This is an optimization exercise on Yosys and OpenROAD, whose aim is small area, not a production implementation.
RTL that was checked went through simulation tests only; none was proved equivalent to the original.
The RTL of runs 3, 4 and 8 was laid out without a check of its function.
Power and IR drop assume default switching activity.

==> flow/design.v <==
module lpf_stage_sub	(	in,
				w,
				v,
				k,
				d);
input	[19:0]	in;
input	[19:0]	w;
input	[19:0]	v;
input	[3:0]	k;
output	[20:0]	d;
wire	[20:0]	cs;
wire	[19:0]	s;
wire	[20:0]	a;
wire	[14:0]	keep;
wire	[20:0]	nvm;
wire	[21:0]	cd;
assign cs[0] = 1'b0;
genvar j;
generate
	for (j = 0; j < 20; j = j + 1) begin : g_s
		assign s[j] = in[j] ^ w[j] ^ cs[j];
		assign cs[j+1] = (in[j] & w[j]) | (cs[j] & (in[j] ^ w[j]));
	end
	for (j = 0; j < 15; j = j + 1) begin : g_m
		assign keep[j] = (k <= j);
	end
endgenerate
assign a = {s[19], s[19], s[19:1]};
assign nvm = ~{v[19], v[19:15], v[14:0] & keep};
assign cd[0] = 1'b1;
generate
	for (j = 0; j < 21; j = j + 1) begin : g_d
		assign d[j] = a[j] ^ nvm[j] ^ cd[j];
		assign cd[j+1] = (a[j] & nvm[j]) | (cd[j] & (a[j] ^ nvm[j]));
	end
endgenerate
endmodule
module lpf_stage_acc	(	v,
				d,
				k,
				vn);
input	[19:0]	v;
input	[20:0]	d;
input	[3:0]	k;
output	[19:0]	vn;
wire signed	[20:0]	ds = d;
wire	[20:0]	shf = ds >>> k;
wire	[19:0]	sh = shf[19:0];
wire	[20:0]	c;
assign c[0] = 1'b0;
genvar j;
generate
	for (j = 0; j < 20; j = j + 1) begin : g_v
		assign vn[j] = v[j] ^ sh[j] ^ c[j];
		assign c[j+1] = (v[j] & sh[j]) | (c[j] & (v[j] ^ sh[j]));
	end
endgenerate
endmodule
module lpf_cascade	(	clk,
				rst,
				sample_clk,
				k,
				vin,
				vout,
				vout_valid);
input		clk;
input		rst;
input		sample_clk;
input	[3:0]	k;
input	[13:0]	vin;
output	[19:0]	vout;
output		vout_valid;
reg		vout_valid;
reg		sample_clk_old;
reg	[13:0]	vin_h;
reg	[3:0]	k_h;
reg	[2:0]	ph;
reg	[1:0]	clr_n;
reg		pend;
reg		run;
reg	[19:0]	V0, V1, V2, V3, V4;
reg	[19:0]	W0, W1, W2, W3, W4;
reg	[20:0]	d_r;
wire		sample = sample_clk & !sample_clk_old;
wire		ph4 = (ph == 3'd4);
wire		clr = (clr_n != 2'd0);
wire	[19:0]	in = (ph4 & !clr) ? {vin_h, 6'b000000} : V1;
wire	[20:0]	d;
wire	[19:0]	vn;
lpf_stage_sub	SUB	(	.in(in),
				.w(W0),
				.v(V0),
				.k(k_h),
				.d(d));
lpf_stage_acc	ACC	(	.v(V4),
				.d(d_r),
				.k(k_h),
				.vn(vn));
assign vout = V3;
always @(posedge clk) begin
	sample_clk_old <= sample_clk & !rst;
	if (sample)
		vin_h <= vin;
	if (rst)
		k_h <= 4'd0;
	else if (sample)
		k_h <= k;
	if (rst) begin
		ph <= 3'd3;
		clr_n <= 2'd2;
		pend <= 1'b0;
		run <= 1'b0;
		vout_valid <= 1'b0;
	end else begin
		ph <= ph4 ? 3'd0 : ph + 3'd1;
		if (ph4) begin
			if (clr)
				clr_n <= clr_n - 2'd1;
			run <= (pend | sample) & (clr_n[1] == 1'b0);
			pend <= (pend | sample) & clr_n[1];
		end else begin
			pend <= pend | sample;
		end
		vout_valid <= run & (ph == 3'd1);
	end
	d_r <= d & {21{run}};
	V0 <= V1;
	V1 <= V2;
	V2 <= V3;
	V3 <= (rst | clr) ? 20'd0 : vn;
	V4 <= V0;
	W0 <= W1;
	W1 <= W2;
	W2 <= W3;
	W3 <= W4;
	W4 <= (run | clr) ? in : W0;
end
endmodule
==> flow/flow/run.sh <==
#!/bin/bash
# Standard ORFS layout (the standard.sh) with a single small buffer on
# each port and a clock tree built from small clock buffers without dummy
# loads. Each tool's output goes to standard.log.
set -euo pipefail
export BUFFER_PORTS_ARGS="-buffer_cell sky130_fd_sc_hd__buf_1"
export CTS_ARGS="-sink_clustering_enable -repair_clock_nets -dont_use_dummy_load -buf_list {sky130_fd_sc_hd__clkbuf_4} -sink_clustering_size 10 -sink_clustering_max_diameter 40"
bash standard.sh > standard.log 2>&1
==> flow/standard.sh <==
#!/bin/bash
# synth_recipe.tcl (not shown) runs the flow's synth.tcl, then flattens the netlist and writes it again
# the make line also repeats each setting of config.mk as NAME=value (left out here)
make -C /OpenROAD-flow-scripts/flow DESIGN_CONFIG=/design/flow/config.mk WORK_HOME=/design/flow/orfs CLKGATE_MAP_FILE= SYNTH_SCRIPT=/design/flow/synth_recipe.tcl "${@:-finish}"
==> flow/config.mk <==
export PLATFORM = sky130hd
export DESIGN_NAME = lpf_cascade
export DESIGN_NICKNAME = lpf_cascade
export VERILOG_FILES = /design/flow/design.v
export SDC_FILE = /design/flow/constraint.sdc
export NUM_CORES = 4
export LEC_CHECK = 0
export ABC_AREA = 1
export CAP_MARGIN = 20
export CORE_MARGIN = 2
export CORE_UTILIZATION = 65
export PLACE_DENSITY = 0.8
export SLEW_MARGIN = 20
==> flow/constraint.sdc <==
create_clock -name core_clock -period 10.0 [get_ports {clk}]
set_input_delay 2.0000 -clock core_clock [delete_from_list [all_inputs] [get_ports {clk}]]
set_output_delay 2.0000 -clock core_clock [all_outputs]
set_load 0.01 [all_outputs]
==> flow_summary.yaml, run 1 <==
outcome:
  status: "complete, no violations"
layout:
  multi_input_area_sq_um: 2720
  diodes: 0
  syn2layout_area_growth_pct: 6.91
  fillerInstances: 961
  nets: 897
  ff_latch_area_sq_um: 5100
  layout-drive-gt1-share: 0.0603
  final_util: 0.704
setup_path:
  cpMaxStageDelayCell: "fa_1"
  crit_top_cell: "fa_1"
  worstPathArrival_ns: 10.01
  start_kind: "register"
  critPathKind: "register to register"
  worstPathMaxFanout: 23
  crit_path_end_kind: "register"
  critPathRequiredTime_ns: 10.55
  slowest_delay_ns: 0.46
  worstRegToRegCells: 31
clock_tree:
  htree_num_levels: 1
  cts_tree: "yes"
  path_clk_slew_ns: 0.10
  post_cts_resized: 0
  clk_latency_ns: 0.64
  cts_num_sinks: 248
  cts_buffers: 30
  cts_root_buf: "clkbuf_4"
  post-cts-setup-buffers: 0
  hold_buffers: 0
  clock_path_buffers: 3
pwr:
  p_per_area_nw_per_um2: 173
  p_leak_nw: 3.81
  peakVddDrop_mv: 0.148
sta:
  tightest_slew_ns: 0.828
  rsz0062_at_grt: "no"
  fin_setup_tns_ns: 0
  post-route-period-util: 0.946
  fin_crit_ns: 9.46
  finalHoldViolations: 0
  clock_skew_ns: 0.0510
  relSlewSlack: 0.447
  slew_violations: 0
  fmax_ghz: 0.106
  setup_viol_count_final: 0
placement:
  numPortBuffers: 41
  hpwl_um: 11700
  gp_congestion: 0.896
global_routing:
  grt_usage: 0.249
  grt_pass1_wl_um: 25400
  grt_max_degree: 24
  gr-total-overflow: 0
  grt_pass1_vias: 5192
  antenna_found_initial: 0
synthesis:
  yosys.area_share.adder: 0.143
  synth-edff-count: 14
  synthMuxAreaShare: 0.00729
  dominantRegCellSynth: "dfxtp_1"
  synth_nets: 835
  synth_xor_area_frac: 0.00425
  synth_commonest_cells: "dfxtp_1 (234), nand2_1 (168), inv_1 (75), fa_1 (55), nor2_1 (47)"
  async_reset_ff_frac: 0
  syn-instance-count: 753
  synth_top_family_by_area: "adder cells"
  yosys-top-cells-area: "dfxtp_1 (57%), fa_1 (13%), nand2_1 (7.7%)"
  ys_types: 34
  ys_ff_latch: 248
  synthSimpleGateAreaFrac: 0.116
  synth_area_per_cell_sq_um: 10.9
  synth_compound_area_frac: 0.0595
  synth_top_cell_by_area: "dfxtp_1"
  yosysWarningCount: 1
  yosysMostFrequentCell: "dfxtp_1"
  syn-cell-area_sq_um: 8240
  seq_area_frac_synth: 0.619
  yosys.area.top_type_share: 0.568
drt:
  drc: 0
  vias: 5056
  wl_um: 16200
  drtPass1Iterations: 5
  via_per_inst: 5.13
  first_iter_violations: 239
  routedWlPerCell_um: 16.4
  drtAntennaViolNets: 0
flow_run:
  cap_violations: 0
hold_path:
  hp-class: "register to register"
  hold_depth: 0
floorplanning:
  die_area_sq_um: 13600
  floorplan.initialDensity: 0.658
  num_rows: 41
  coreArea_sq_um: 12500
  die_w_um: 117
  die_h_um: 117
  ios: 42
-- where the power goes --
| part | internal [mW] | total (mW) | switching [mW] | leakage, nW |
|---|---|---|---|---|
| clock network | 0.137 | 0.417 | 0.280 | 0.138 |
| registers | 1.01 | 1.02 | 0.00952 | 2.02 |
| logic | 0.0271 | 0.0839 | 0.0568 | 1.65 |
-- registers in the layout, indices dropped and copies added (netlist names), 2 cells and up --
register	count
d_r	21
V0	20
V1	20
V2	20
V3	20
V4	20
W0	20
W1	20
W2	20
W3	20
W4	20
vin_h	14
k_h	4
ph	3
clr_n	2
-- layer usage --
metal  vias to the layer above  part of all wire  global-route usage
li1                       2457                 -                   -
met4                         0             0.039              0.0988
met3                        50             0.039              0.0472
met1                      2403              0.44               0.318
met5                         -                 0                   0
met2                       146              0.49               0.422
-- metrics by stage --
step                      hold WS [ns]  total power [mW]  setup slack (ns)  instances  cell area, sq um
after global routing             0.313              1.59             0.182        985              8810
after floorplan                  0.310              1.10              1.05        753              8240
after detailed placement         0.312              1.13             0.491        955              8590
final                            0.313              1.53             0.536        985              8810
after global placement           0.310              1.13             0.555        955              8590
after CTS                        0.317              1.54             0.474        985              8810
-- path summary, 6_finish.rpt --
check                           slack [ns]    from  endpoint
worst max register to register        0.54  k_h[0]    V3[19]
worst max-delay path                  0.54  k_h[0]    V3[19]
worst min-delay path                  0.31  W3[19]    W2[19]
worst min register to register        0.31  W3[19]    W2[19]
-- kinds of logic after synthesis --
kind of cell / Yosys count
AND/OR/NAND/NOR: 243
multiplexers: 6
adder cells (fa/ha/maj): 61
XOR/XNOR: 4
buffers and inverters: 103
flip-flops: 248
AO/OA/AOI/OAI: 88
-- layout make-up --
class / instances / area share
Clock buffer: 30 / 0.0256
Multi-Input combinational cell: 402 / 0.309
Timing Repair Buffer: 53 / 0.0277
Inverter: 80 / 0.0341
Sequential cell: 248 / 0.579
Tap cell: 172 / 0.0244
-- placed cells by master (no fill, tap or decap), types with 12 or more instances in the layout --
cell type and instances:
fa_1 55, inv_1 75, edfxtp_1 14, o21ai_1 27
clkbuf_4 30, buf_4 12, nor2_1 47, nand3_1 21
o21ai_0 28, dfxtp_1 234, buf_1 41, nand2_1 168
-- critical path, delay by kind of cell, from the launching register on --
family	cells	cell delay (ns)
xor gates and xnor gates	1	0.23
AOI/OAI and AO/OA	2	0.32
and+or+nand+nor	6	0.56
DFF	1	0.36
buffers and inverters	3	0.42
adders and majority gates	19	7.48
==> run 2, diff against run 1 <==
==> flow/flow/run.sh (replaced) <==
#!/bin/bash
# The standard layout (standard.sh) with three changes:
#  - synthesis uses ORFS's own scripts unchanged except ABC's area script,
#    which maps for area only (amap) instead of map with buffering and
#    sizing for delay; registers are mapped exactly as the standard
#    synthesis maps them (dfflibmap runs before ABC);
#  - each port gets a single buf_1 buffer;
#  - the clock tree is built from clkbuf_4 cells without dummy loads.
# Each tool's output goes to its own log file in this folder.
set -euo pipefail
rm -rf scripts_local
cp -r "$FLOW_HOME/scripts" scripts_local
printf 'strash\\ndch -f\\namap\\ntopo\\n' > scripts_local/abc_area.script
SCRIPTS_DIR="$PWD/scripts_local" bash standard.sh synth > synth.log 2>&1
export BUFFER_PORTS_ARGS="-buffer_cell sky130_fd_sc_hd__buf_1"
export CTS_ARGS="-sink_clustering_enable -repair_clock_nets -dont_use_dummy_load -buf_list {sky130_fd_sc_hd__clkbuf_4} -sink_clustering_size 10 -sink_clustering_max_diameter 40"
bash standard.sh > standard.log 2>&1
==> run 2 against run 1 <==
The flow now stops in synthesis.
==> flow_summary.yaml, run 2 <==
outcome:
  firstError: "ERROR: ABC script did not complete successfully"
  lastStage: "synthesis"
  status: "aborted with a tool error"
synthesis:
  yosysWarningCount: 1
==> run 3, diff against run 2 <==
--- a/flow/design.v
+++ b/flow/design.v
@@ -70,7 +70,6 @@
 input	[13:0]	vin;
 output	[19:0]	vout;
 output		vout_valid;
-reg		vout_valid;
 reg		sample_clk_old;
 reg	[13:0]	vin_h;
 reg	[3:0]	k_h;
@@ -97,6 +96,7 @@
 				.k(k_h),
 				.vn(vn));
 assign vout = V3;
+assign vout_valid = run & (ph == 3'd2);
 always @(posedge clk) begin
 	sample_clk_old <= sample_clk & !rst;
 	if (sample)
@@ -110,7 +110,6 @@
 		clr_n <= 2'd2;
 		pend <= 1'b0;
 		run <= 1'b0;
-		vout_valid <= 1'b0;
 	end else begin
 		ph <= ph4 ? 3'd0 : ph + 3'd1;
 		if (ph4) begin
@@ -121,7 +120,6 @@
 		end else begin
 			pend <= pend | sample;
 		end
-		vout_valid <= run & (ph == 3'd1);
 	end
 	d_r <= d & {21{run}};
 	V0 <= V1;
--- a/flow/flow/run.sh
+++ b/flow/flow/run.sh
@@ -10,7 +10,7 @@
 set -euo pipefail
 rm -rf scripts_local
 cp -r "$FLOW_HOME/scripts" scripts_local
-printf 'strash\\ndch -f\\namap\\ntopo\\n' > scripts_local/abc_area.script
+printf 'strash\ndch -f\namap\ntopo\n' > scripts_local/abc_area.script
 SCRIPTS_DIR="$PWD/scripts_local" bash standard.sh synth > synth.log 2>&1
 export BUFFER_PORTS_ARGS="-buffer_cell sky130_fd_sc_hd__buf_1"
 export CTS_ARGS="-sink_clustering_enable -repair_clock_nets -dont_use_dummy_load -buf_list {sky130_fd_sc_hd__clkbuf_4} -sink_clustering_size 10 -sink_clustering_max_diameter 40"
==> run 3 against run 2 <==
Now clean on timing, DRC and antenna.
==> flow_summary.yaml, run 3 <==
outcome:
  status: "complete, no violations"
pwr:
  p_seq_frac: 0.644
  p_leak_nw: 3.30
  clock_power_share: 0.278
  p_int_mw: 1.22
  p_comb_frac: 0.077
  p_sw_mw: 0.371
  peakVddDrop_mv: 0.171
  switching_share: 0.233
  p_per_area_nw_per_um2: 186
drt:
  drc: 0
  drtAntennaViolNets: 0
  routedWlPerCell_um: 19.6
  vias: 4583
  wl_um: 16000
  drtPass1Iterations: 5
  via_per_inst: 5.60
  first_iter_violations: 292
floorplanning:
  num_rows: 40
  floorplan.initialDensity: 0.660
  ios: 42
  coreArea_sq_um: 11900
  die_area_sq_um: 12900
  die_w_um: 114
  die_h_um: 114
setup_path:
  slowest_delay_ns: 0.46
  critPathRequiredTime_ns: 10.50
  crit_top_cell: "fa_1"
  worstRegToRegCells: 30
  critPathKind: "register to register"
  worstPathArrival_ns: 10.13
  worstPathMaxFanout: 4
  cpMaxStageDelayCell: "fa_1"
  start_kind: "register"
  crit_path_end_kind: "register"
sta:
  fin_setup_tns_ns: 0
  slew_violations: 0
  worst_hold_slack_ns: 0.266
  finalHoldViolations: 0
  fin_crit_ns: 9.63
  tightest_slew_ns: 1.01
  setup_viol_count_final: 0
  relSlewSlack: 0.328
  fmax_ghz: 0.104
  clock_skew_ns: 0.0479
  post-route-period-util: 0.963
  final.setup.worst_slack_ns: 0.372
synthesis:
  syn-cell-area_sq_um: 7830
  synth-edff-count: 14
  yosysMostFrequentCell: "dfxtp_1"
  synth_commonest_cells: "dfxtp_1 (233), fa_1 (55), o22a_1 (46), nor2b_1 (38), nor2_1 (37)"
  seq_area_frac_synth: 0.649
  async_reset_ff_frac: 0
  synth_top_cell_by_area: "dfxtp_1"
  dominantRegCellSynth: "dfxtp_1"
  ys_types: 26
  yosys-top-cells-area: "dfxtp_1 (60%), fa_1 (14%), edfxtp_1 (5.4%)"
  syn-instance-count: 579
  ys_ff_latch: 247
  synth_nets: 661
  yosys.area.top_type_share: 0.596
  synth_area_per_cell_sq_um: 13.5
  yosysWarningCount: 1
layout:
  regMostFlops: "d_r"
  diodes: 0
  multi_input_area_sq_um: 2640
  syn2layout_area_growth_pct: 9.52
  largest_reg_flops: 21
  final_cell_mix: "dfxtp_1 (232), fa_1 (55), o22a_1 (46)"
  layout_commonest_cell: "dfxtp_1"
  fillerInstances: 832
  final_cell_count_no_fill: 818
  ff_latch_area_sq_um: 5090
  nets: 755
  layout-drive-gt1-share: 0.0849
global_routing:
  grt_usage: 0.260
  grt_pass1_wl_um: 25200
  grt_pass1_vias: 4838
  grt_max_degree: 25
  gr-total-overflow: 0
  antenna_found_initial: 0
hold_path:
  hold_depth: 0
  hp-class: "register to register"
placement:
  numPortBuffers: 41
  gp_congestion: 0.955
  hpwl_um: 11300
  placedCellCount: 780
  dpl_worst_slack_ns: 0.151
clock_tree:
  path_clk_slew_ns: 0.10
  clock_path_buffers: 3
  cts_buffers: 34
  cts_tree: "yes"
  hold_buffers: 0
  htree_num_levels: 2
  cts_num_sinks: 247
  clk_latency_ns: 0.60
  cts_root_buf: "clkbuf_4"
flow_run:
  cap_violations: 0
[run 3: power groups by stage]
stage	combinational (mW)	sequential, mW	clock, mW
floorplan	0.0713	1.05	0
global placement	0.117	1.05	0
detailed placement	0.118	1.05	0
CTS	0.120	1.03	0.455
global route	0.136	1.03	0.492
finish	0.123	1.03	0.444
[run 3: area by class of cell]
cell class	count	share of cell area
clock buffers	34	0.0298
inverters	34	0.0153
multi-input cells	298	0.308
flip-flops and latches	247	0.593
well taps	147	0.0214
repair buffers	57	0.0324
repair inverters	1	0.000584
[run 3: metal layers]
| metal | vias up | GRT usage | share of wire |
|---|---|---|---|
| li1 | 2176 | - | - |
| met1 | 2228 | 0.366 | 0.45 |
| met2 | 150 | 0.411 | 0.47 |
| met3 | 29 | 0.0537 | 0.057 |
| met4 | 0 | 0.0894 | 0.018 |
| met5 | - | 0 | 0 |
[run 3: timing repair]
action	CTS	global route
endpoints found under the setup margin	0	4
setup buffers	0	3
gates resized for setup	0	9
[run 3: cell families after synthesis]
group                      Yosys count  share of synthesized area
AOI/OAI and AO/OA                  134                      0.120
adders and majority gates           61                      0.150
buffers and inverters               34                     0.0163
DFF                                247                      0.649
and+or+nand+nor                    103                     0.0641
[run 3: worst max-delay path, delay by kind of cell, from the launching register on]
kind | cells | cell delay (ns)
simple gates | 2 | 0.15
fa+ha+maj | 19 | 7.51
buf+inv | 3 | 0.36
compound gates | 6 | 1.10
flops | 1 | 0.40
[run 3: stage by stage]
stage | total power, mW | util | instance area, sq um
finish | 1.59 | 0.723 | 8580
global placement | 1.16 | 0.697 | 8270
detailed placement | 1.17 | 0.697 | 8270
CTS | 1.60 | 0.718 | 8520
global route | 1.66 | 0.723 | 8580
floorplan | 1.12 | - | 7830
[run 3: path summary, 6_finish.rpt]
kind	start	end	slack, ns
max	k_h[0]	V3[19]	0.37
min	W3[19]	W2[19]	0.27
max reg2reg	k_h[0]	V3[19]	0.37
min reg2reg	W3[19]	W2[19]	0.27
==> run 4, diff against run 3 <==
--- a/flow/config.mk
+++ b/flow/config.mk
@@ -6,8 +6,8 @@
 export NUM_CORES = 4
 export LEC_CHECK = 0
 export ABC_AREA = 1
-export CAP_MARGIN = 20
+export CAP_MARGIN = 5
 export CORE_MARGIN = 2
 export CORE_UTILIZATION = 65
 export PLACE_DENSITY = 0.8
-export SLEW_MARGIN = 20
+export SLEW_MARGIN = 5
==> run 4 against run 3 <==
Still clean. Die area stayed put. Non-clock buffer count is the same. Flip-flop and latch count unchanged. Final cell count stayed put. Sequential share of layout area unchanged. Synthesized area unchanged. Maximum frequency stayed put. Critical path type unchanged. Critical endpoint unchanged.
==> flow_summary.yaml, run 4 <==
outcome:
  status: "complete, no violations"
synthesis:
  yosysMostFrequentCell: "dfxtp_1"
  synth_area_per_cell_sq_um: 13.5
  yosys-top-cells-area: "dfxtp_1 (60%), fa_1 (14%), edfxtp_1 (5.4%)"
  synth-edff-count: 14
  async_reset_ff_frac: 0
  synth_commonest_cells: "dfxtp_1 (233), fa_1 (55), o22a_1 (46), nor2b_1 (38), nor2_1 (37)"
  syn-instance-count: 579
  ys_ff_latch: 247
  yosysWarningCount: 1
  dominantRegCellSynth: "dfxtp_1"
  syn-cell-area_sq_um: 7830
  synth_nets: 661
  synth_top_cell_by_area: "dfxtp_1"
  yosys.area.top_type_share: 0.596
  ys_types: 26
  seq_area_frac_synth: 0.649
setup_path:
  crit_top_cell: "fa_1"
  r2r_start: "k_h[0]"
  crit_path_end_kind: "register"
  slowest_delay_ns: 0.46
  worstPathMaxFanout: 4
  worstRegToRegCells: 30
  critPathKind: "register to register"
  timing.rr.end: "V3[19]"
  start_kind: "register"
  critPathRequiredTime_ns: 10.50
  r2r_slack_ns: 0.37
  worstPathArrival_ns: 10.13
  cpMaxStageDelayCell: "fa_1"
floorplanning:
  die_w_um: 114
  num_rows: 40
  floorplan.initialDensity: 0.660
  die_h_um: 114
  ios: 42
  coreArea_sq_um: 11900
  die_area_sq_um: 12900
placement:
  gp_congestion: 0.955
  hpwl_um: 11300
  numPortBuffers: 41
clock_tree:
  cts_buffers: 34
  clk_latency_ns: 0.60
  hold_buffers: 0
  htree_num_levels: 2
  cts_num_sinks: 247
  cts_root_buf: "clkbuf_4"
  cts_tree: "yes"
  clock_path_buffers: 3
  path_clk_slew_ns: 0.10
sta:
  setup_viol_count_final: 0
  tightest_slew_ns: 1.01
  clock_skew_ns: 0.0479
  post-route-period-util: 0.963
  finalHoldViolations: 0
  fin_setup_tns_ns: 0
  relSlewSlack: 0.328
  fin_crit_ns: 9.63
  fmax_ghz: 0.104
  slew_violations: 0
drt:
  wl_um: 16000
  drc: 0
  vias: 4583
  drtPass1Iterations: 5
  first_iter_violations: 292
  via_per_inst: 5.60
  drtAntennaViolNets: 0
  routedWlPerCell_um: 19.6
hold_path:
  hold_depth: 0
  hp-class: "register to register"
  worstHoldEndpoint: "W2[19]"
  min-delay-start: "W3[19]"
layout:
  layout-drive-gt1-share: 0.0849
  syn2layout_area_growth_pct: 9.52
  largest_reg_flops: 21
  regMostFlops: "d_r"
  diodes: 0
  final_cell_mix: "dfxtp_1 (232), fa_1 (55), o22a_1 (46)"
  fillerInstances: 832
  nets: 755
  final_util: 0.723
  layout_commonest_cell: "dfxtp_1"
global_routing:
  grt_max_degree: 25
  gr-total-overflow: 0
  grt_usage: 0.260
  antenna_found_initial: 0
  grt_pass1_vias: 4838
  grt_pass1_wl_um: 25200
pwr:
  peakVddDrop_mv: 0.171
  p_leak_nw: 3.30
  p_per_area_nw_per_um2: 186
flow_run:
  cap_violations: 0
-- run 4: cell counts in the layout (fill, tap and decap cells not counted) --
No cell type changed its count.
-- run 4: timing repair --
item / in CTS / in global routing
endpoints found under the hold margin: 0 / 0
setup buffers: 0 / 3
gates resized for setup: 0 / 9
endpoints found under the setup margin: 0 / 4
-- run 4: final cells by class --
cell class | instances | area [sq um] | share of cell area
Sequential cell | 247 | 5090 | 0.593
Multi-Input combinational cell | 298 | 2640 | 0.308
Timing Repair Buffer | 57 | 278 | 0.0324
Clock buffer | 34 | 255 | 0.0298
Tap cell | 147 | 184 | 0.0214
Inverter | 34 | 131 | 0.0153
Timing Repair inverter | 1 | 5.00 | 0.000584
-- run 4: how the worst max path moves through the flow --
stage	startpoint	endpoint	cells past startpoint
after floorplan	ph[0]	d_r[19]	33
after global placement	k_h[0]	V3[19]	29
after detailed placement	k_h[0]	V3[19]	29
after CTS	k_h[0]	V3[19]	29
after global routing	k_h[0]	V3[19]	30
final	k_h[0]	V3[19]	30
-- run 4: layer usage --
| layer | wire [um] | track usage | part of all wire |
|---|---|---|---|
| met5 | 0 | 0 | 0 |
| met4 | 292 | 0.0894 | 0.018 |
| met3 | 910 | 0.0537 | 0.057 |
| met2 | 7540 | 0.411 | 0.47 |
| met1 | 7270 | 0.366 | 0.45 |
-- run 4: power by group --
group          switching, mW  total, mW  leakage (nW)  internal (mW)
registers             0.0108       1.03          2.02           1.02
logic                 0.0744      0.123          1.13         0.0487
clock network          0.286      0.444         0.156          0.158
total                  0.371       1.59          3.30           1.22
-- run 4: cells by family (layout without fill, tap and decap cells) --
logic type	Yosys count	count (layout)	share of synthesized area
AOI/OAI and AO/OA	134	134	0.120
and+or+nand+nor	103	103	0.0641
DFF	247	247	0.649
buffers and inverters	34	126	0.0163
adders and majority gates	61	61	0.150
-- run 4: through the flow --
step / power (mW) / instances / worst slack [ns] / area (sq um) / hold slack (ns)
3_5_place_dp: 1.17 / 780 / 0.151 / 8270 / 0.313
5_1_grt: 1.66 / 818 / -0.00614 / 8580 / 0.262
2_1_floorplan: 1.12 / 579 / 0.0770 / 7830 / 0.310
3_3_place_gp: 1.16 / 780 / 0.156 / 8270 / 0.310
4_1_cts: 1.60 / 814 / 0.0769 / 8520 / 0.263
6_report: 1.59 / 818 / 0.372 / 8580 / 0.266
-- run 4: critical path: cells and delay by family, from the launching register on --
family / cells / cell delay [ns]
AO/OA/AOI/OAI: 6 / 1.10
adder cells (fa/ha/maj): 19 / 7.51
buffers and inverters: 3 / 0.36
flip-flops: 1 / 0.40
AND/OR/NAND/NOR: 2 / 0.15
==> run 5, diff against run 4 <==
--- a/flow/design.v
+++ b/flow/design.v
@@ -70,6 +70,7 @@
 input	[13:0]	vin;
 output	[19:0]	vout;
 output		vout_valid;
+reg		vout_valid;
 reg		sample_clk_old;
 reg	[13:0]	vin_h;
 reg	[3:0]	k_h;
@@ -96,7 +97,6 @@
 				.k(k_h),
 				.vn(vn));
 assign vout = V3;
-assign vout_valid = run & (ph == 3'd2);
 always @(posedge clk) begin
 	sample_clk_old <= sample_clk & !rst;
 	if (sample)
@@ -110,6 +110,7 @@
 		clr_n <= 2'd2;
 		pend <= 1'b0;
 		run <= 1'b0;
+		vout_valid <= 1'b0;
 	end else begin
 		ph <= ph4 ? 3'd0 : ph + 3'd1;
 		if (ph4) begin
@@ -120,6 +121,7 @@
 		end else begin
 			pend <= pend | sample;
 		end
+		vout_valid <= run & (ph == 3'd1);
 	end
 	d_r <= d & {21{run}};
 	V0 <= V1;
--- a/flow/config.mk
+++ b/flow/config.mk
@@ -6,8 +6,9 @@
 export NUM_CORES = 4
 export LEC_CHECK = 0
 export ABC_AREA = 1
-export CAP_MARGIN = 5
+export CAP_MARGIN = 20
 export CORE_MARGIN = 2
 export CORE_UTILIZATION = 65
+export GPL_TIMING_DRIVEN = 0
 export PLACE_DENSITY = 0.8
-export SLEW_MARGIN = 5
+export SLEW_MARGIN = 20
==> run 5 against run 4 <==
Still clean. Sequential share of layout area up 0.48 points. First-iteration DRC count down 9.6%. Clock-buffer cell count fell by 5. Via count about the same. Setup slack worse by 0.036 ns. Combinational power shrank 9.8%. Synthesized cell count is 0.17% higher. Clock skew fell by 0.018 ns. Final cell count shrank 1.8%. Critical endpoint is now d_r[19].
==> flow_summary.yaml, run 5 <==
placement:
  hpwl_um: 10400
  gp_congestion: 0.888
  numPortBuffers: 41
drt:
  drc: 0
  via_per_inst: 5.71
  drtPass1Iterations: 5
  first_iter_violations: 264
  routedWlPerCell_um: 19.1
  vias: 4586
  wl_um: 15300
  drtAntennaViolNets: 0
setup_path:
  worstRegToRegCells: 32
  path_buf_inv: 6
  r2r_start: "ph[1]"
  slowest_delay_ns: 0.46
  r2r_slack_ns: 0.34
  worstPathArrival_ns: 10.17
  crit_path_end_kind: "register"
  cp-endpoint: "d_r[19]"
  critPathKind: "register to register"
  cpMaxStageDelayCell: "fa_1"
  crit_start: "ph[1]"
  critPathRequiredTime_ns: 10.51
  timing.rr.end: "d_r[19]"
  cp_top_family: "adder cells"
  start_kind: "register"
  crit_top_cell: "fa_1"
  worstPathMaxFanout: 17
  crit_cells: 32
clock_tree:
  cts_buffers: 29
  clk_latency_ns: 0.64
  cts_num_sinks: 248
  cts_tree: "yes"
  clock_path_buffers: 3
  path_clk_slew_ns: 0.10
  cts_root_buf: "clkbuf_4"
  htree_num_levels: 1
synthesis:
  syn-cell-area_sq_um: 7850
  ys_types: 26
  yosys.area.top_type_share: 0.597
  yosys-top-cells-area: "dfxtp_1 (60%), fa_1 (14%), edfxtp_1 (5.4%)"
  synth_nets: 662
  yosysMostFrequentCell: "dfxtp_1"
  synth_commonest_cells: "dfxtp_1 (234), fa_1 (55), o22a_1 (46), nor2b_1 (38), nor2_1 (36)"
  async_reset_ff_frac: 0
  dominantRegCellSynth: "dfxtp_1"
  yosysWarningCount: 1
  ys_ff_latch: 248
  synth-edff-count: 14
  synth_top_cell_by_area: "dfxtp_1"
  synth_area_per_cell_sq_um: 13.5
  syn-instance-count: 580
  seq_area_frac_synth: 0.650
sta:
  post-route-period-util: 0.966
  tightest_slew_ns: 0.872
  clock_skew_ns: 0.0302
  rsz0062_at_grt: "no"
  relSlewSlack: 0.417
  slew_violations: 0
  fin_crit_ns: 9.66
  setup_viol_count_final: 0
  worst_hold_slack_ns: 0.323
  fin_setup_tns_ns: 0
  fmax_ghz: 0.103
  finalHoldViolations: 0
layout:
  layout-drive-gt1-share: 0.0869
  fillerInstances: 819
  regMostFlops: "d_r"
  multi_input_area_sq_um: 2660
  ff_latch_area_sq_um: 5120
  syn2layout_area_growth_pct: 8.99
  layout_commonest_cell: "dfxtp_1"
  final_cell_mix: "dfxtp_1 (229), fa_1 (52), o22a_1 (46)"
  diodes: 0
  largest_reg_flops: 21
  nets: 740
hold_path:
  hp-class: "register to register"
floorplanning:
  die_area_sq_um: 13000
  floorplan.initialDensity: 0.659
  num_rows: 40
  die_h_um: 114
  die_w_um: 114
  ios: 42
  coreArea_sq_um: 11900
pwr:
  peakVddDrop_mv: 0.133
  power_mw: 1.56
  p_per_area_nw_per_um2: 182
  p_leak_nw: 3.26
global_routing:
  gr-total-overflow: 0
  grt_usage: 0.249
  grt_pass1_wl_um: 25000
  antenna_found_initial: 0
  grt_max_degree: 27
  grt_pass1_vias: 4953
outcome:
  status: "complete, no violations"
flow_run:
  cap_violations: 0
[run 5: where the power goes]
group / leakage, nW / internal, mW / switching [mW] / total [mW]
sequential: 2.03 / 1.02 / 0.0163 / 1.04
clock: 0.133 / 0.133 / 0.281 / 0.414
combinational: 1.10 / 0.0443 / 0.0663 / 0.111
[run 5: how the worst min path moves through the flow]
| stage | startpoint | end | slack (ns) | cells past startpoint |
|---|---|---|---|---|
| 2_1_floorplan | V2[0] | V1[0] | 0.31 | 0 |
| 3_3_place_gp | W2[6] | W1[6] | 0.31 | 0 |
| 3_5_place_dp | V2[9] | V1[9] | 0.31 | 0 |
| 4_1_cts | W2[11] | W1[11] | 0.32 | 0 |
| 5_1_grt | W2[11] | W1[11] | 0.32 | 0 |
| 6_report | V2[10] | V1[10] | 0.32 | 0 |
[run 5: cell families (layout without fill, tap and decap cells)]
| logic type | Yosys count | count (layout) | synth area share |
|---|---|---|---|
| compound gates | 134 | 134 | 0.120 |
| fa+ha+maj | 61 | 61 | 0.150 |
| buf+inv | 34 | 110 | 0.0163 |
| flops | 248 | 248 | 0.650 |
| simple gates | 103 | 103 | 0.0641 |
[run 5: area by class of cell]
type / count / share of cell area
inverters: 34 / 0.0184
clock buffers: 29 / 0.0254
repair buffers: 47 / 0.0260
flip-flops and latches: 248 / 0.598
multi-input cells: 298 / 0.311
well taps: 147 / 0.0215
[run 5: repair_timing]
item                       4_1_cts  5_1_grt
setup endpoints to repair        7        5
buffers inserted                 1        2
pin swaps                        1        1
hold buffers                     0        0
gates resized for setup         13       19
[run 5: metrics by stage]
step	std cells	instance area, sq um	setup slack [ns]	utilization
3_3_place_gp	768	8190	-1.82	0.688
3_5_place_dp	771	8240	-0.794	0.692
5_1_grt	803	8560	0.0107	0.718
6_report	803	8560	0.335	0.718
2_1_floorplan	580	7850	0.0757	-
4_1_cts	801	8490	0.0657	0.713
[run 5: routing by layer]
| layer | GRT usage | part of all wire | vias to the layer above |
|---|---|---|---|
| li1 | - | - | 2161 |
| met1 | 0.345 | 0.46 | 2260 |
| met2 | 0.395 | 0.47 | 127 |
| met3 | 0.0521 | 0.047 | 38 |
| met4 | 0.0894 | 0.028 | 0 |
| met5 | 0 | 0 | - |
[run 5: worst register-to-register path: cells and delay by family (launching register included)]
family	cells	cell delay [ns]
and+or+nand+nor	4	0.44
DFF	1	0.36
adders and majority gates	22	8.16
buffers and inverters	6	0.58
==> run 6, diff against run 5 <==
--- a/flow/config.mk
+++ b/flow/config.mk
@@ -9,6 +9,5 @@
 export CAP_MARGIN = 20
 export CORE_MARGIN = 2
 export CORE_UTILIZATION = 65
-export GPL_TIMING_DRIVEN = 0
 export PLACE_DENSITY = 0.8
 export SLEW_MARGIN = 20
==> run 6 against run 5 <==
Clock-buffer cell count grew 1. Non-clock buffer count grew 8. Sequential power hardly changed. Synthesized area unchanged. Wire length up 1.6%. Register-to-register slack better by 0.04 ns. Largest power group unchanged.
==> flow_summary.yaml, run 6 <==
outcome:
  status: "complete, no violations"
clock_tree:
  cts_root_buf: "clkbuf_4"
  htree_num_levels: 1
  cts_tree: "yes"
  clk_latency_ns: 0.65
  clock_path_buffers: 3
  cts_num_sinks: 248
  cts_buffers: 30
  path_clk_slew_ns: 0.10
pwr:
  p_leak_nw: 3.28
  peakVddDrop_mv: 0.141
  p_per_area_nw_per_um2: 183
global_routing:
  grt_max_degree: 25
  grt_pass1_wl_um: 25100
  grt_pass1_vias: 4864
  gr-total-overflow: 0
  grt_usage: 0.253
  antenna_found_initial: 0
floorplanning:
  num_rows: 40
  die_h_um: 114
  die_w_um: 114
  die_area_sq_um: 13000
  floorplan.initialDensity: 0.659
  coreArea_sq_um: 11900
  ios: 42
setup_path:
  worstPathMaxFanout: 14
  critPathKind: "register to register"
  crit_top_cell: "fa_1"
  crit_path_end_kind: "register"
  start_kind: "register"
  slowest_delay_ns: 0.47
  worstPathArrival_ns: 10.15
  cpMaxStageDelayCell: "fa_1"
  critPathRequiredTime_ns: 10.52
synthesis:
  synth-edff-count: 14
  synth_commonest_cells: "dfxtp_1 (234), fa_1 (55), o22a_1 (46), nor2b_1 (38), nor2_1 (36)"
  yosys.area.top_type_share: 0.597
  yosys-top-cells-area: "dfxtp_1 (60%), fa_1 (14%), edfxtp_1 (5.4%)"
  async_reset_ff_frac: 0
  yosysWarningCount: 1
  synth_top_cell_by_area: "dfxtp_1"
  syn-instance-count: 580
  dominantRegCellSynth: "dfxtp_1"
  synth_area_per_cell_sq_um: 13.5
  ys_ff_latch: 248
  seq_area_frac_synth: 0.650
  ys_types: 26
  yosysMostFrequentCell: "dfxtp_1"
  syn-cell-area_sq_um: 7850
  synth_nets: 662
drt:
  first_iter_violations: 224
  drc: 0
  wl_um: 15500
  vias: 4547
  routedWlPerCell_um: 19.1
  drtAntennaViolNets: 0
  drtPass1Iterations: 4
  via_per_inst: 5.60
sta:
  slew_violations: 0
  fmax_ghz: 0.104
  post-route-period-util: 0.962
  tightest_slew_ns: 0.944
  finalHoldViolations: 0
  setup_viol_count_final: 0
  clock_skew_ns: 0.0701
  fin_crit_ns: 9.62
  relSlewSlack: 0.369
placement:
  gp_congestion: 0.868
  hpwl_um: 11200
  place_area_sq_um: 8290
  placedCellCount: 781
  numPortBuffers: 41
layout:
  nets: 749
  layout-drive-gt1-share: 0.0782
  final_area_sq_um: 8560
  fillerInstances: 817
  layout_commonest_cell: "dfxtp_1"
  final_cell_count_no_fill: 812
  final_util: 0.719
  syn2layout_area_growth_pct: 9.07
  largest_reg_flops: 21
  diodes: 0
  regMostFlops: "d_r"
  final_cell_mix: "dfxtp_1 (234), fa_1 (55), o22a_1 (46)"
hold_path:
  hp-class: "register to register"
flow_run:
  cap_violations: 0
==> run 6: what timing repair did <==
item,in CTS,in global routing
setup endpoints to repair,1,4
setup buffers,0,1
pin swaps,0,1
resized for setup,1,12
hold endpoints to repair,0,0
hold buffers,0,0
==> run 6: metal layers <==
layer  track usage  routed length [um]  up-vias
li1              -                   -     2174
met1         0.356                7160     2227
met2         0.408                7340      131
met3        0.0579                 869       15
met4        0.0537                 174        0
met5             0                   0        -
==> run 6: worst paths after layout <==
check / start / cells after the start / endpoint / slack [ns]
worst max-delay path: k_h[0] / 28 / V3[19] / 0.38
worst min-delay path: W1[5] / 0 / W0[5] / 0.28
worst max register to register: k_h[0] / 28 / V3[19] / 0.38
worst min register to register: W1[5] / 0 / W0[5] / 0.28
==> run 6: area by class of cell <==
class	instances	area (sq um)	area share
flip-flops and latches	248	5100	0.596
multi-input cells	298	2650	0.309
repair buffers	55	270	0.0316
clock buffers	30	225	0.0263
well taps	147	184	0.0215
inverters	34	134	0.0156
==> run 6: cells by family (layout without fill, tap and decap cells) <==
group           after synthesis  after routing  share of synthesized area
compound gates              134            134                      0.120
buf+inv                      34            119                     0.0163
fa+ha+maj                    61             61                      0.150
simple gates                103            103                     0.0641
flops                       248            248                      0.650
==> run 6: stage by stage <==
step	hold WS [ns]	setup WS [ns]	power [mW]	setup TNS (ns)
floorplan	0.310	0.0757	1.13	0
global placement	0.310	0.00144	1.17	0
detailed placement	0.312	-0.00846	1.17	-0.00846
CTS	0.286	0.145	1.58	0
global route	0.280	-0.000507	1.63	-0.000507
finish	0.282	0.375	1.57	0
==> run 6: worst max-delay path, delay by kind of cell, from the launching register on <==
| family | cells | cell delay (ns) |
|---|---|---|
| compound gates | 6 | 1.33 |
| fa+ha+maj | 18 | 7.31 |
| buf+inv | 3 | 0.37 |
| simple gates | 1 | 0.06 |
| flops | 1 | 0.42 |
==> run 6: power by group <==
part | total, mW | switching [mW] | internal [mW] | leakage, nW
registers | 1.03 | 0.0103 | 1.02 | 2.02
logic | 0.121 | 0.0723 | 0.0483 | 1.12
clock network | 0.416 | 0.278 | 0.138 | 0.138
total | 1.57 | 0.361 | 1.21 | 3.28
==> run 7, diff against run 6 <==
--- a/flow/config.mk
+++ b/flow/config.mk
@@ -8,6 +8,8 @@
 export ABC_AREA = 1
 export CAP_MARGIN = 20
 export CORE_MARGIN = 2
-export CORE_UTILIZATION = 65
-export PLACE_DENSITY = 0.8
+export CORE_UTILIZATION = 55
+export GPL_ROUTABILITY_DRIVEN = 0
+export GPL_TIMING_DRIVEN = 0
+export PLACE_DENSITY = 0.7
 export SLEW_MARGIN = 20
==> run 7 against run 6 <==
Still clean. Clock skew is 0.048 ns lower. Setup slack worse by 0.015 ns. Via count is 0.13% lower. Clock-buffer cell count is 1 lower. Synthesized cell count stayed put. Critical path type unchanged. Critical endpoint is now d_r[19]. Largest cell class unchanged.
==> flow_summary.yaml, run 7 <==
outcome:
  status: "complete, no violations"
synthesis:
  synth_top_family_by_area: "adder cells"
  synth_area_per_cell_sq_um: 13.5
  synth_xor_area_frac: 0
  ys_ff_latch: 248
  synth-edff-count: 14
  synth_compound_area_frac: 0.120
  yosys-top-cells-area: "dfxtp_1 (60%), fa_1 (14%), edfxtp_1 (5.4%)"
  seq_area_frac_synth: 0.650
  syn-instance-count: 580
  yosysWarningCount: 1
  synth_top_cell_by_area: "dfxtp_1"
  synthSimpleGateAreaFrac: 0.0641
  async_reset_ff_frac: 0
  ys_types: 26
  synthMuxAreaShare: 0
  yosysMostFrequentCell: "dfxtp_1"
  yosys.area.top_type_share: 0.597
  synth_nets: 662
  yosys.area_share.adder: 0.150
  dominantRegCellSynth: "dfxtp_1"
  synth_commonest_cells: "dfxtp_1 (234), fa_1 (55), o22a_1 (46), nor2b_1 (38), nor2_1 (36)"
  syn-cell-area_sq_um: 7850
setup_path:
  crit_path_end_kind: "register"
  worstPathMaxFanout: 7
  cpMaxStageDelayCell: "fa_1"
  critPathKind: "register to register"
  start_kind: "register"
  slowest_delay_ns: 0.42
  worstPathArrival_ns: 10.14
  crit_top_cell: "fa_1"
  critPathRequiredTime_ns: 10.50
sta:
  worst_hold_slack_ns: 0.320
  fin_crit_ns: 9.64
  fin_setup_tns_ns: 0
  tightest_slew_ns: 0.882
  fmax_ghz: 0.104
  post-route-period-util: 0.964
  clock_skew_ns: 0.0226
  relSlewSlack: 0.411
  finalHoldViolations: 0
  slew_violations: 0
  setup_viol_count_final: 0
clock_tree:
  cts_tree: "yes"
  hold_buffers: 0
  cts_buffers: 29
  htree_num_levels: 1
  path_clk_slew_ns: 0.10
  cts_root_buf: "clkbuf_4"
  clock_path_buffers: 3
  cts_num_sinks: 248
  clk_latency_ns: 0.63
layout:
  ff_latch_area_sq_um: 5110
  fillerInstances: 1106
  multi_input_area_sq_um: 2650
  largest_reg_flops: 21
  syn2layout_area_growth_pct: 9.23
  layout_commonest_cell: "dfxtp_1"
  layout-drive-gt1-share: 0.0776
  final_cell_mix: "dfxtp_1 (231), fa_1 (55), o22a_1 (46)"
  regMostFlops: "d_r"
  nets: 741
drt:
  via_per_inst: 5.41
  drtAntennaViolNets: 0
  drtPass1Iterations: 7
  routedWlPerCell_um: 17.1
  drc: 0
  wl_um: 14300
  first_iter_violations: 243
  vias: 4541
global_routing:
  grt_pass1_vias: 4679
  gr-total-overflow: 0
  met3_usage: 0.0378
  grt_usage: 0.199
  grtUsageMet1: 0.275
  antenna_found_initial: 1
  grt_max_degree: 27
  grt_pass1_wl_um: 23500
  grt_most_used_layer: "met2"
  grt.met2_usage: 0.318
floorplanning:
  floorplan.initialDensity: 0.564
  die_h_um: 123
  num_rows: 43
  coreArea_sq_um: 13900
  die_area_sq_um: 15200
  die_w_um: 123
  ios: 42
placement:
  numPortBuffers: 41
  hpwl_um: 9810
pwr:
  p_per_area_nw_per_um2: 181
  peakVddDrop_mv: 0.113
  p_leak_nw: 3.26
  power_mw: 1.55
flow_run:
  cap_violations: 0
hold_path:
  hp-class: "register to register"
-- run 7: changes by cell type in the layout (fill, tap and decap cells not counted), moves of 2 or more --
cell	change
nor2_2	+2
inv_4	+2
buf_4	-8
nand2_1	-2
nand2_2	+2
nor2_1	-2
diode_2	+2
dfxtp_1	-3
buf_8	+2
dfxtp_2	+2
clkinv_1	-2
-- run 7: kinds of logic after synthesis --
logic type      Yosys count
flops                   248
buf+inv                  34
fa+ha+maj                61
compound gates          134
simple gates            103
-- run 7: what timing repair did --
item / in CTS / in global routing
endpoints found under the setup margin: 7 / 5
resized for setup: 9 / 10
setup buffers: 0 / 4
pin swaps: 0 / 1
-- run 7: routing by layer --
| metal | wire (um) | up-vias |
|---|---|---|
| met3 | 754 | 36 |
| met4 | 336 | 0 |
| met1 | 6610 | 2201 |
| met5 | 0 | - |
| li1 | - | 2156 |
| met2 | 6610 | 148 |
-- run 7: where the power goes --
part	switching (mW)	total, mW	internal [mW]
clock network	0.279	0.413	0.133
logic	0.0620	0.105	0.0435
registers	0.0161	1.04	1.02
-- run 7: final cells by class --
class                      instances  area share
sequential                       248       0.596
multi-input combinational        298       0.308
timing repair buffer              48      0.0267
tap                              180      0.0263
clock buffer                      29      0.0254
inverter                          34      0.0168
antenna                            2    0.000584
-- run 7: worst max-delay path, delay by kind of cell, from the launching register on --
family / cells / cell delay (ns)
DFF: 1 / 0.33
adders and majority gates: 22 / 7.97
buffers and inverters: 8 / 0.64
and+or+nand+nor: 3 / 0.55
-- run 7: path summary, 6_finish.rpt --
check,endpoint,slack [ns],from,cells past startpoint
max,d_r[19],0.36,clr_n[0],33
min,W0[8],0.32,W1[8],0
max reg2reg,d_r[19],0.36,clr_n[0],33
min reg2reg,W0[8],0.32,W1[8],0
-- run 7: per-stage QoR --
stage | util | cells | area (sq um) | setup WS, ns
after global routing | 0.615 | 838 | 8570 | -0.0123
final | 0.616 | 839 | 8580 | 0.360
after CTS | 0.611 | 833 | 8520 | -0.0523
after global placement | 0.591 | 801 | 8230 | -1.82
after floorplan | - | 580 | 7850 | 0.0757
after detailed placement | 0.595 | 804 | 8280 | -0.729
==> run 8, diff against run 7 <==
--- a/flow/design.v
+++ b/flow/design.v
@@ -70,7 +70,6 @@
 input	[13:0]	vin;
 output	[19:0]	vout;
 output		vout_valid;
-reg		vout_valid;
 reg		sample_clk_old;
 reg	[13:0]	vin_h;
 reg	[3:0]	k_h;
@@ -97,6 +96,7 @@
 				.k(k_h),
 				.vn(vn));
 assign vout = V3;
+assign vout_valid = run & (ph == 3'd2);
 always @(posedge clk) begin
 	sample_clk_old <= sample_clk & !rst;
 	if (sample)
@@ -110,7 +110,6 @@
 		clr_n <= 2'd2;
 		pend <= 1'b0;
 		run <= 1'b0;
-		vout_valid <= 1'b0;
 	end else begin
 		ph <= ph4 ? 3'd0 : ph + 3'd1;
 		if (ph4) begin
@@ -121,7 +120,6 @@
 		end else begin
 			pend <= pend | sample;
 		end
-		vout_valid <= run & (ph == 3'd1);
 	end
 	d_r <= d & {21{run}};
 	V0 <= V1;
==> run 8 against run 7 <==
Clock-buffer cell count grew 5. Power grew 2.1%. Largest power group unchanged. Setup slack gained 0.0090 ns. Sequential power is essentially flat. Flip-flop and latch count shrank 1. Largest cell class unchanged. Synthesized cell count shrank 0.17%. Non-clock buffer count is the same. Sequential share of layout area shrank 0.29 points. First-iteration DRC count grew 5.8%. Cell area grew 0.10%.
==> flow_summary.yaml, run 8 <==
global_routing:
  grt_usage: 0.201
  grt_max_degree: 27
  gr-total-overflow: 0
  grt_pass1_wl_um: 23300
  grt_pass1_vias: 4590
  antenna_found_initial: 0
sta:
  fmax_ghz: 0.104
  post-route-period-util: 0.963
  fin_crit_ns: 9.63
  tightest_slew_ns: 0.841
  finalHoldViolations: 0
  slew_violations: 0
  setup_viol_count_final: 0
  clock_skew_ns: 0.0540
  relSlewSlack: 0.438
clock_tree:
  cts_root_buf: "clkbuf_4"
  cts_buffers: 34
  cts_num_sinks: 247
  path_clk_slew_ns: 0.09
  clk_latency_ns: 0.62
  htree_num_levels: 2
  cts_tree: "yes"
  clock_path_buffers: 3
floorplanning:
  floorplan.initialDensity: 0.564
  die_w_um: 123
  ios: 42
  die_h_um: 123
  coreArea_sq_um: 13900
  num_rows: 43
  die_area_sq_um: 15200
pwr:
  p_per_area_nw_per_um2: 185
  peakVddDrop_mv: 0.119
  p_leak_nw: 3.27
  power_mw: 1.59
synthesis:
  ys_types: 26
  synth_commonest_cells: "dfxtp_1 (233), fa_1 (55), o22a_1 (46), nor2b_1 (38), nor2_1 (37)"
  yosysWarningCount: 1
  dominantRegCellSynth: "dfxtp_1"
  synth-edff-count: 14
  synth_area_per_cell_sq_um: 13.5
  seq_area_frac_synth: 0.649
  yosys.area.top_type_share: 0.596
  yosys-top-cells-area: "dfxtp_1 (60%), fa_1 (14%), edfxtp_1 (5.4%)"
  synth_nets: 661
  synth_top_cell_by_area: "dfxtp_1"
  yosysMostFrequentCell: "dfxtp_1"
  ys_ff_latch: 247
  syn-instance-count: 579
  async_reset_ff_frac: 0
  syn-cell-area_sq_um: 7830
setup_path:
  critPathRequiredTime_ns: 10.48
  critPathKind: "register to register"
  crit_top_cell: "fa_1"
  slowest_delay_ns: 0.42
  start_kind: "register"
  worstPathMaxFanout: 8
  worstPathArrival_ns: 10.11
  cpMaxStageDelayCell: "fa_1"
  cp_top_family: "adder cells"
  crit_path_end_kind: "register"
  path_buf_inv: 7
placement:
  place_area_sq_um: 8260
  numPortBuffers: 41
  placedCellCount: 803
  hpwl_um: 9700
drt:
  drc: 0
  drtAntennaViolNets: 0
  routedWlPerCell_um: 16.9
  vias: 4562
  via_per_inst: 5.42
  wl_um: 14200
  drtPass1Iterations: 5
  first_iter_violations: 257
layout:
  final_cell_count_no_fill: 841
  syn2layout_area_growth_pct: 9.63
  nets: 745
  regMostFlops: "d_r"
  final_cell_mix: "dfxtp_1 (230), fa_1 (54), o22a_1 (46)"
  layout_commonest_cell: "dfxtp_1"
  fillerInstances: 1072
  diodes: 0
  layout-drive-gt1-share: 0.0877
  largest_reg_flops: 21
  final_area_sq_um: 8590
outcome:
  status: "complete, no violations"
flow_run:
  cap_violations: 0
hold_path:
  hp-class: "register to register"
[run 8: metal layers]
metal / vias up / part of all wire / track usage
met5: - / 0 / 0
met4: 0 / 0.022 / 0.0668
met3: 34 / 0.065 / 0.0507
met2: 161 / 0.46 / 0.311
met1: 2207 / 0.46 / 0.280
li1: 2160 / - / -
[run 8: cell type report]
class	instances	area, sq um	share of cell area
Sequential cell	247	5090	0.593
Inverter	34	141	0.0165
Tap cell	180	225	0.0262
Multi-Input combinational cell	298	2650	0.308
Clock buffer	34	255	0.0297
Timing Repair Buffer	48	225	0.0262
[run 8: power breakdown]
group	leakage (nW)	internal [mW]	switching (mW)
Sequential	2.02	1.02	0.0163
Combinational	1.10	0.0427	0.0603
Clock	0.156	0.158	0.293
[run 8: final timing paths]
check | startpoint | endpoint | slack, ns | depth (start not counted)
max | ph[1] | d_r[19] | 0.37 | 33
min | W4[4] | W3[4] | 0.30 | 0
max reg2reg | ph[1] | d_r[19] | 0.37 | 33
min reg2reg | W4[4] | W3[4] | 0.30 | 0
[run 8: kinds of logic after synthesis]
family	share of synthesized area
adder cells (fa/ha/maj)	0.150
flip-flops	0.649
AND/OR/NAND/NOR	0.0641
AO/OA/AOI/OAI	0.120
buffers and inverters	0.0163
[run 8: stage by stage]
stage	hold slack, ns	setup TNS (ns)	worst slack, ns	utilization
floorplan	0.310	0	0.0770	-
global placement	0.310	-8.67	-1.81	0.591
detailed placement	0.312	-2.78	-0.705	0.595
CTS	0.302	0	0.0146	0.615
global route	0.293	-0.0218	-0.0218	0.619
finish	0.301	0	0.369	0.619
[run 8: timing repair]
item,CTS,global route
gates resized for setup,9,11
setup buffers,0,4
pin swaps,0,1
hold buffers,0,0
endpoints found under the setup margin,6,5
==> run 9, diff against run 8 <==
--- a/flow/design.v
+++ b/flow/design.v
@@ -70,6 +70,7 @@
 input	[13:0]	vin;
 output	[19:0]	vout;
 output		vout_valid;
+reg		vout_valid;
 reg		sample_clk_old;
 reg	[13:0]	vin_h;
 reg	[3:0]	k_h;
@@ -96,7 +97,6 @@
 				.k(k_h),
 				.vn(vn));
 assign vout = V3;
-assign vout_valid = run & (ph == 3'd2);
 always @(posedge clk) begin
 	sample_clk_old <= sample_clk & !rst;
 	if (sample)
@@ -110,6 +110,7 @@
 		clr_n <= 2'd2;
 		pend <= 1'b0;
 		run <= 1'b0;
+		vout_valid <= 1'b0;
 	end else begin
 		ph <= ph4 ? 3'd0 : ph + 3'd1;
 		if (ph4) begin
@@ -120,6 +121,7 @@
 		end else begin
 			pend <= pend | sample;
 		end
+		vout_valid <= run & (ph == 3'd1);
 	end
 	d_r <= d & {21{run}};
 	V0 <= V1;
--- a/flow/flow/run.sh
+++ b/flow/flow/run.sh
@@ -13,5 +13,5 @@
 printf 'strash\ndch -f\namap\ntopo\n' > scripts_local/abc_area.script
 SCRIPTS_DIR="$PWD/scripts_local" bash standard.sh synth > synth.log 2>&1
 export BUFFER_PORTS_ARGS="-buffer_cell sky130_fd_sc_hd__buf_1"
-export CTS_ARGS="-sink_clustering_enable -repair_clock_nets -dont_use_dummy_load -buf_list {sky130_fd_sc_hd__clkbuf_4} -sink_clustering_size 10 -sink_clustering_max_diameter 40"
+export CTS_ARGS="-sink_clustering_enable -repair_clock_nets -dont_use_dummy_load -buf_list {sky130_fd_sc_hd__clkbuf_8} -sink_clustering_size 20 -sink_clustering_max_diameter 45"
 bash standard.sh > standard.log 2>&1
--- a/flow/config.mk
+++ b/flow/config.mk
@@ -8,8 +8,6 @@
 export ABC_AREA = 1
 export CAP_MARGIN = 20
 export CORE_MARGIN = 2
-export CORE_UTILIZATION = 55
-export GPL_ROUTABILITY_DRIVEN = 0
-export GPL_TIMING_DRIVEN = 0
-export PLACE_DENSITY = 0.7
+export CORE_UTILIZATION = 65
+export PLACE_DENSITY = 0.8
 export SLEW_MARGIN = 20
==> run 9 against run 8 <==
Flip-flop and latch count grew 1. Global-route usage up 5.0 points. Hold slack lost 0.031 ns. Highest routed layer unchanged. Clock-buffer cell count fell by 15.
==> flow_summary.yaml, run 9 <==
outcome:
  status: "complete, no violations"
sta:
  finalHoldViolations: 0
  setup_viol_count_final: 0
  slew_violations: 0
  fin_crit_ns: 9.65
  rsz0062_at_grt: "yes"
  clock_skew_ns: 0.0741
  relSlewSlack: 0.370
  post-route-period-util: 0.965
  fmax_ghz: 0.104
  tightest_slew_ns: 0.943
  fin_setup_tns_ns: 0
drt:
  drc: 0
  via_per_inst: 5.57
  routedWlPerCell_um: 19.4
  first_iter_violations: 253
  drtAntennaViolNets: 0
  vias: 4464
  wl_um: 15500
  drtPass1Iterations: 4
clock_tree:
  cts_num_sinks: 248
  cts_tree: "yes"
  hold_buffers: 0
  clock_path_buffers: 3
  clk_latency_ns: 0.53
  cts_buffers: 19
  path_clk_slew_ns: 0.11
  htree_num_levels: 1
  cts_root_buf: "clkbuf_8"
floorplanning:
  die_h_um: 114
  ios: 42
  die_area_sq_um: 13000
  coreArea_sq_um: 11900
  die_w_um: 114
  floorplan.initialDensity: 0.659
  num_rows: 40
global_routing:
  grt_usage: 0.252
  grt_max_degree: 25
  grt.met2_usage: 0.401
  met3_usage: 0.0473
  grt_pass1_wl_um: 25000
  gr-total-overflow: 0
  antenna_found_initial: 0
  grt_most_used_layer: "met2"
  grt_pass1_vias: 4773
  grtUsageMet1: 0.363
synthesis:
  synth_nets: 662
  yosys-top-cells-area: "dfxtp_1 (60%), fa_1 (14%), edfxtp_1 (5.4%)"
  yosysWarningCount: 1
  yosysMostFrequentCell: "dfxtp_1"
  ys_ff_latch: 248
  synth_commonest_cells: "dfxtp_1 (234), fa_1 (55), o22a_1 (46), nor2b_1 (38), nor2_1 (36)"
  dominantRegCellSynth: "dfxtp_1"
  async_reset_ff_frac: 0
  seq_area_frac_synth: 0.650
  yosys.area.top_type_share: 0.597
  syn-instance-count: 580
  syn-cell-area_sq_um: 7850
  synth-edff-count: 14
  synth_area_per_cell_sq_um: 13.5
  ys_types: 26
  synth_top_cell_by_area: "dfxtp_1"
layout:
  nets: 738
  layout-drive-gt1-share: 0.0612
  regMostFlops: "d_r"
  syn2layout_area_growth_pct: 9.40
  largest_reg_flops: 21
  fillerInstances: 799
  layout_commonest_cell: "dfxtp_1"
  final_util: 0.721
  diodes: 0
  final_cell_count_no_fill: 801
  final_cell_mix: "dfxtp_1 (234), fa_1 (55), o22a_1 (46)"
setup_path:
  timing.rr.end: "V3[19]"
  start_kind: "register"
  crit_path_end_kind: "register"
  critPathKind: "register to register"
  slowest_delay_ns: 0.46
  worstPathMaxFanout: 14
  worstRegToRegCells: 28
  worstPathArrival_ns: 10.04
  crit_top_cell: "fa_1"
  r2r_start: "k_h[0]"
  cpMaxStageDelayCell: "fa_1"
  r2r_slack_ns: 0.35
  critPathRequiredTime_ns: 10.39
hold_path:
  hold_depth: 0
  worstHoldEndpoint: "W0[5]"
  min-delay-start: "W1[5]"
  hp-class: "register to register"
pwr:
  peakVddDrop_mv: 0.192
  p_leak_nw: 3.28
  p_per_area_nw_per_um2: 186
placement:
  gp_congestion: 0.868
  placedCellCount: 781
  numPortBuffers: 41
  hpwl_um: 11200
flow_run:
  cap_violations: 0
-- run 9: changes by cell type after synthesis, sizes merged --
cell	delta
nor2	-1
dfxtp	+1
nor3	+1
-- run 9: area by class of cell --
cell class / count / area [sq um] / area share
inverters: 34 / 134 / 0.0156
well taps: 147 / 184 / 0.0214
repair buffers: 55 / 267 / 0.0310
flip-flops and latches: 248 / 5100 / 0.594
clock buffers: 19 / 262 / 0.0304
multi-input cells: 298 / 2640 / 0.307
-- run 9: logic make-up (layout without fill, tap and decap cells) --
| group | after synthesis | count (layout) | share of synthesized area |
|---|---|---|---|
| AOI/OAI and AO/OA | 134 | 134 | 0.120 |
| adders and majority gates | 61 | 61 | 0.150 |
| buffers and inverters | 34 | 108 | 0.0163 |
| DFF | 248 | 248 | 0.650 |
| and+or+nand+nor | 103 | 103 | 0.0641 |
-- run 9: worst max path at each step --
stage	startpoint	to	cells past startpoint	slack (ns)
floorplan	ph[0]	d_r[19]	33	0.08
global placement	k_h[0]	V3[19]	28	0.001
detailed placement	k_h[0]	V3[19]	28	-0.008
CTS	ph[0]	d_r[19]	34	0.11
global route	clr_n[0]	d_r[19]	34	-0.02
finish	k_h[0]	V3[19]	28	0.35
-- run 9: power breakdown --
| group | switching [mW] | total (mW) | internal [mW] | leakage, nW |
|---|---|---|---|---|
| clock | 0.277 | 0.448 | 0.171 | 0.137 |
| combinational | 0.0723 | 0.120 | 0.0481 | 1.12 |
| sequential | 0.0103 | 1.03 | 1.02 | 2.02 |
| total | 0.360 | 1.60 | 1.24 | 3.28 |
-- run 9: timing repair --
item / CTS / global route
pin swaps: 0 / 1
endpoints found under the setup margin: 1 / 4
gates resized for setup: 1 / 10
setup buffers: 0 / 1
hold endpoints to repair: 0 / 0
-- run 9: stage by stage --
| stage | hold slack [ns] | setup WS (ns) | power [mW] | area [sq um] |
|---|---|---|---|---|
| finish | 0.270 | 0.353 | 1.60 | 8590 |
| global route | 0.270 | -0.0195 | 1.66 | 8590 |
| CTS | 0.275 | 0.110 | 1.61 | 8550 |
| detailed placement | 0.312 | -0.00846 | 1.17 | 8290 |
| global placement | 0.310 | 0.00144 | 1.17 | 8290 |
| floorplan | 0.310 | 0.0757 | 1.13 | 7850 |
-- run 9: layer usage --
| layer | routed length [um] | share of wire | up-vias |
|---|---|---|---|
| met5 | 0 | 0 | - |
| met2 | 7280 | 0.47 | 119 |
| met3 | 909 | 0.058 | 25 |
| met4 | 319 | 0.021 | 0 |
| li1 | - | - | 2141 |
| met1 | 7040 | 0.45 | 2179 |
-- run 9: critical path, delay by kind of cell (launching register included) --
kind	cells	cell delay [ns]
buffers and inverters	3	0.37
AND/OR/NAND/NOR	1	0.06
AO/OA/AOI/OAI	6	1.33
flip-flops	1	0.42
adder cells (fa/ha/maj)	18	7.32
==> run 10, diff against run 9 <==
--- a/flow/flow/run.sh
+++ b/flow/flow/run.sh
@@ -13,5 +13,5 @@
 printf 'strash\ndch -f\namap\ntopo\n' > scripts_local/abc_area.script
 SCRIPTS_DIR="$PWD/scripts_local" bash standard.sh synth > synth.log 2>&1
 export BUFFER_PORTS_ARGS="-buffer_cell sky130_fd_sc_hd__buf_1"
-export CTS_ARGS="-sink_clustering_enable -repair_clock_nets -dont_use_dummy_load -buf_list {sky130_fd_sc_hd__clkbuf_8} -sink_clustering_size 20 -sink_clustering_max_diameter 45"
+export CTS_ARGS="-sink_clustering_enable -repair_clock_nets -dont_use_dummy_load -buf_list {sky130_fd_sc_hd__clkbuf_16} -sink_clustering_size 40 -sink_clustering_max_diameter 60"
 bash standard.sh > standard.log 2>&1
==> run 10 against run 9 <==
Combinational power barely moved. Die area did not move. Final cell count fell by 0.50%. Global-route usage rose by 0.052 points. Wire length barely moved. Via count barely moved. Sequential power barely moved. Clock power rose by 14%. Critical path type unchanged. Largest cell class unchanged. Largest power group unchanged.
==> flow_summary.yaml, run 10 <==
floorplanning:
  num_rows: 40
  floorplan.initialDensity: 0.659
  die_h_um: 114
synthesis:
  yosysWarningCount: 1
  ys_types: 26
  synth_nets: 662
  ys_ff_latch: 248
  seq_area_frac_synth: 0.650
  yosys.area.top_type_share: 0.597
  syn-cell-area_sq_um: 7850
  syn-instance-count: 580
  dominantRegCellSynth: "dfxtp_1"
  yosysMostFrequentCell: "dfxtp_1"
  synth_area_per_cell_sq_um: 13.5
  async_reset_ff_frac: 0
  synth-edff-count: 14
drt:
  via_per_inst: 5.60
  highest_layer: "met4"
  vias: 4466
  wl_met3_um: 635
  dr_wl_met2_um: 7220
  drtPass1Iterations: 4
  wl_met1_um: 7350
  routedWlPerCell_um: 19.5
  drc: 0
  wl_um: 15500
flow_run:
  cap_violations: 0
global_routing:
  grt_usage: 0.252
  gr-total-overflow: 0
  grt_pass1_vias: 4727
  antenna_found_initial: 0
  grt_max_degree: 33
layout:
  final_cell_mix: "dfxtp_1 (234), fa_1 (55), o22a_1 (46)"
  ff_latch_area_sq_um: 5100
  fillerInstances: 794
  syn2layout_area_growth_pct: 10.5
  regMostFlops: "d_r"
  largest_reg_flops: 21
  final_area_sq_um: 8680
  nets: 734
  diodes: 0
pwr:
  p_per_area_nw_per_um2: 191
  power_mw: 1.66
  peakVddDrop_mv: 0.174
  p_leak_nw: 3.32
clock_tree:
  cts_buffers: 13
  clk_latency_ns: 0.48
  clock_path_buffers: 3
  cts_root_buf: "clkbuf_16"
  cts_tree: "yes"
  path_clk_slew_ns: 0.10
setup_path:
  cpMaxStageDelayCell: "fa_1"
  start_kind: "register"
  worstPathArrival_ns: 10.01
  crit_top_cell: "fa_1"
  slowest_delay_ns: 0.46
  worstRegToRegCells: 28
  crit_path_end_kind: "register"
sta:
  rsz0062_at_grt: "no"
  fin_crit_ns: 9.66
  tightest_slew_ns: 0.952
  slew_violations: 0
  finalHoldViolations: 0
  clock_skew_ns: 0.0443
  post-route-period-util: 0.966
  setup_viol_count_final: 0
outcome:
  status: "complete, no violations"
placement:
  placedCellCount: 781
  place_area_sq_um: 8290
  gp_congestion: 0.868
hold_path:
  hold_depth: 0
==> run 10: cell counts after synthesis <==
No cell type changed its count.
==> run 10: logic make-up after synthesis <==
kind of cell             after synthesis  share of synthesized area
AO/OA/AOI/OAI                        134                      0.120
flip-flops                           248                      0.650
adder cells (fa/ha/maj)               61                      0.150
buffers and inverters                 34                     0.0163
AND/OR/NAND/NOR                      103                     0.0641
==> run 10: layout make-up <==
type,count,area share
tap,147,0.0212
clock buffer,13,0.0375
timing repair buffer,57,0.0329
multi-input combinational,298,0.305
inverter,34,0.0154
sequential,248,0.588
==> run 10: critical path, delay by kind of cell, from the launching register on <==
kind	cells	cell delay [ns]
flip-flops	1	0.42
adder cells (fa/ha/maj)	18	7.32
buffers and inverters	3	0.37
AO/OA/AOI/OAI	6	1.35
AND/OR/NAND/NOR	1	0.06
==> run 10: repair_timing <==
action / in CTS / in global routing
setup buffers: 0 / 3
pin swaps: 0 / 3
setup endpoints to repair: 1 / 4
resized for setup: 1 / 13
hold endpoints to repair: 0 / 0
==> run 10: report_power, final <==
group          switching, mW  internal, mW
clock network          0.276         0.234
registers             0.0106          1.02
logic                 0.0724        0.0489
==> run 10: metal layers <==
layer / vias to the layer above / global-route usage
li1: 2142 / -
met1: 2198 / 0.366
met2: 103 / 0.402
met3: 23 / 0.0393
met4: 0 / 0.0699
met5: - / 0
==> run 10: worst paths after layout <==
kind,end,start,slack [ns]
max,V3[19],k_h[0],0.34
min reg2reg,W1[0],W2[0],0.31
max reg2reg,V3[19],k_h[0],0.34
min,W1[0],W2[0],0.31
==> run 10: stage by stage <==
| stage | util | hold WS (ns) | worst slack (ns) | setup TNS, ns |
|---|---|---|---|---|
| after global placement | 0.696 | 0.310 | 0.00144 | 0 |
| after CTS | 0.723 | 0.318 | 0.0856 | 0 |
| after detailed placement | 0.696 | 0.312 | -0.00846 | -0.00846 |
| after global routing | 0.729 | 0.314 | 0.00253 | 0 |
| after floorplan | - | 0.310 | 0.0757 | 0 |
| final | 0.729 | 0.315 | 0.343 | 0 |

Setup slack of run 10, layout unchanged: 0.343 ns with ideal ports, 0.343 ns with driving cells assumed (clock clkbuf_16, inputs buf_2), 0.343 ns with port delays also shifted by the 0.497 ns mid clock arrival.
